From an optimization exercise on the open Yosys and OpenROAD flow, aimed at a short achievable clock period and few clock cycles; shortcuts taken in it are not production practice. RTL that was checked went through simulation tests only; none was proved equivalent to the original. Power and IR drop assume default switching activity.

Design InstructionProcessor, start of the top module:
module InstructionProcessor (
    input clk,
    input reset,
    output [15:0] instr_addr,
    input [63:0] instr_data,
    input [63:0] mem_data_in,
    output [63:0] mem_data_out,
    output [15:0] mem_addr_out,
    output mem_write,
    output halted
);
For scale: ~8,900 cells after synthesis, ~2,500 flip-flops.
Settings: LEC_CHECK=0, ABC_CLOCK_PERIOD_IN_PS=1500, CAP_MARGIN=20, CORE_MARGIN=2, CORE_UTILIZATION=40, PLACE_DENSITY=0.55, SETUP_SLACK_MARGIN=5, SLEW_MARGIN=20; clock period 10.0 ns.
standard.sh (not shown) runs the stock make flow with config.mk's settings and CLKGATE_MAP_FILE= SYNTH_SCRIPT=/design/flow/synth_recipe.tcl, a recipe that flattens the netlist after the stock synthesis.
==> flow/flow/run.sh <==
#!/bin/bash
set -o pipefail
MARGIN=${MARGIN:-6.5}
sed -e "s/SETUP_SLACK_MARGIN=[0-9.]*/SETUP_SLACK_MARGIN=$MARGIN/" \
    -e "s/CLKGATE_MAP_FILE= /CLKGATE_MAP_FILE= ADDER_MAP_FILE= /" standard.sh > standard_margin.sh
bash standard_margin.sh > standard.log 2>&1
status=$?
cp -r orfs/logs flow_logs 2>/dev/null
exit $status
The starting point finished clean.
Testbench counts at the start, summed over its fixed seeds: cycles 19,379.
==> next run, changes <==
--- a/flow/flow/run.sh
+++ b/flow/flow/run.sh
@@ -1,5 +1,5 @@
 #!/bin/bash
 set -o pipefail
-MARGIN=${MARGIN:-6.5}
+MARGIN=${MARGIN:-7.5}
 sed -e "s/SETUP_SLACK_MARGIN=[0-9.]*/SETUP_SLACK_MARGIN=$MARGIN/" \
     -e "s/CLKGATE_MAP_FILE= /CLKGATE_MAP_FILE= ADDER_MAP_FILE= /" standard.sh > standard_margin.sh
Settings changed: CORE_UTILIZATION 40 to 55, PLACE_DENSITY 0.55 to 0.65.
Outcome:
- synthesized area stays the same
- clock skew grows by 0.028 ns
- cell count shrinks by a few percent
- clock-buffer cell count grows by 9
- power hardly moves
- fmax shrinks slightly
- sequential power barely changes

========
== run 1 ==
Another version of the RTL of InstructionProcessor (not shown whole).
Size in the first run: ~9,200 cells after synthesis, ~230 I/O pins, roughly 0.13 mm² of cells after synthesis.
==> flow/config.mk <==
export PLATFORM = sky130hd
export DESIGN_NAME = InstructionProcessor
export DESIGN_NICKNAME = InstructionProcessor
export VERILOG_FILES = /design/flow/design.v
export SDC_FILE = /design/flow/constraint.sdc
export NUM_CORES = 4
export LEC_CHECK = 0
export ABC_CLOCK_PERIOD_IN_PS = 2500
export CAP_MARGIN = 20
export CORE_MARGIN = 2
export CORE_UTILIZATION = 25
export PLACE_DENSITY = 0.45
export SETUP_SLACK_MARGIN = 5
export SLEW_MARGIN = 20
==> flow/constraint.sdc <==
create_clock -name core_clock -period 10.0 [get_ports {clk}]
set_input_delay 2.0000 -clock core_clock [delete_from_list [all_inputs] [get_ports {clk}]]
set_output_delay 2.0000 -clock core_clock [all_outputs]
set_load 0.01 [all_outputs]
run.sh (not shown) runs the stock make flow with config.mk's settings and CLKGATE_MAP_FILE= SYNTH_SCRIPT=/design/flow/synth_recipe.tcl, a recipe that flattens the netlist after the stock synthesis.
Stock flow here: none of the scripts above is used.
diff inputs: run 1 => run 2
==> flow/flow/run.sh (new file) <==
#!/bin/bash
set -o pipefail
MARGIN=${MARGIN:-6.5}
sed "s/SETUP_SLACK_MARGIN=[0-9.]*/SETUP_SLACK_MARGIN=$MARGIN/" standard.sh > standard_margin.sh
bash standard_margin.sh > standard.log 2>&1
status=$?
cp -r orfs/logs flow_logs 2>/dev/null
exit $status
==> flow/standard.sh (new file) <==
#!/bin/bash
# synth_recipe.tcl (not shown) runs the flow's synth.tcl, then flattens the netlist and writes it again
# the make line also repeats each setting of config.mk as NAME=value (left out here)
make -C /OpenROAD-flow-scripts/flow DESIGN_CONFIG=/design/flow/config.mk WORK_HOME=/design/flow/orfs CLKGATE_MAP_FILE= SYNTH_SCRIPT=/design/flow/synth_recipe.tcl "${@:-finish}"
removed: flow/run.sh
--- outcome ---
No stage failed in run 2, and the final checks on the layout all came back clean.
As far as placed standard-cell area is concerned, run 1 and run 2 perform about the same.
Worst IR drop on VDD (higher): run 1
NOTE clock-buffer cell count run 1->run 2 increased slightly
No run of this note included a check of the RTL's function; only the layout flow was run.

========
InstructionProcessor with an RTL version that a note above also has.
Size in the first run: roughly 8800 cells after synthesis, about 2500 flip-flops, ~0.13 mm2 of cells after synthesis.
clock: 10.0 ns
lec_check: 0
abc_clock_period_in_ps: 1500
cap_margin: 20
core_margin: 2
core_utilization: 55
place_density: 0.65
setup_slack_margin: 5
slew_margin: 20
standard.sh (not shown) runs the stock make flow with config.mk's settings and CLKGATE_MAP_FILE= SYNTH_SCRIPT=/design/flow/synth_recipe.tcl, a recipe that flattens the netlist after the stock synthesis.
==> flow/flow/run.sh <==
#!/bin/bash
set -o pipefail
MARGIN=${MARGIN:-6.5}
sed "s/SETUP_SLACK_MARGIN=[0-9.]*/SETUP_SLACK_MARGIN=$MARGIN/" standard.sh > standard_margin.sh
bash standard_margin.sh > standard.log 2>&1
status=$?
cp -r orfs/logs flow_logs 2>/dev/null
exit $status
Testbench counts at the start, summed over its fixed seeds: cycles 19,379.
Rerun with:
==> flow/flow/run.sh (replaced) <==
#!/bin/bash
set -o pipefail
MARGIN=${MARGIN:-6.5}
sed -e "s/SETUP_SLACK_MARGIN=[0-9.]*/SETUP_SLACK_MARGIN=$MARGIN/" \
    -e "s/CLKGATE_MAP_FILE= /CLKGATE_MAP_FILE= ADDER_MAP_FILE= /" standard.sh > standard_margin.sh
bash standard_margin.sh > standard.log 2>&1
status=$?
cp -r orfs/logs flow_logs 2>/dev/null
exit $status
What happened:
- The new run completed without violations
- routed wire length went down by 4.1%
- worst hold slack gains 0.042 ns
- cell area fell by 0.66%
- via count hardly moves
- power came out lower by 6.4%
- sequential power decreases by about 6%

## re-timing with driven ports
No port has a modelled driver above. Below, the same layouts with a new extraction and two added sets of constraints. Step 1, drivers: a clkbuf_16 drives clk and a buf_2 each remaining input, both assumed. Step 2 adds t to the input delays and takes it off the output delays; t is the mean of the earliest and latest rising clock arrival at the registers after step 1. Input paths then give back, and output paths get back, about the clock's delay inside the block. Three values: ideal ports, drivers, drivers and shift; two values: the first two.
| run | t (ns) | setup WS [ns] | slew at the worst register clock pin (ns) | worst slew at a driven data input, ns |
|---|---|---|---|---|
| the first run of note 1 | 0.964 | 6.057 / 6.085 / 5.145 | 0.07 / 0.07 | 0.10 |
| the second run of note 1 | 1.002 | 5.998 / 5.998 / 5.155 | 0.07 / 0.07 | 0.10 |
| run 1 | 1.069 | 4.973 / 4.973 / 4.667 | 0.08 / 0.08 | 0.10 |
| run 2 | 1.016 | 5.992 / 5.992 / 5.234 | 0.07 / 0.07 | 0.09 |
| the first run of note 3 | 1.035 | 5.851 / 5.851 / 5.168 | 0.07 / 0.07 | 0.10 |
| the second run of note 3 | 1.006 | 6.151 / 6.186 / 5.185 | 0.08 / 0.08 | 0.10 |
After both steps setup and hold are still met in every run listed. The setup slack of the second run of note 3, which loses most, moves by +0.035 ns with the drivers and by -0.966 ns with both steps.
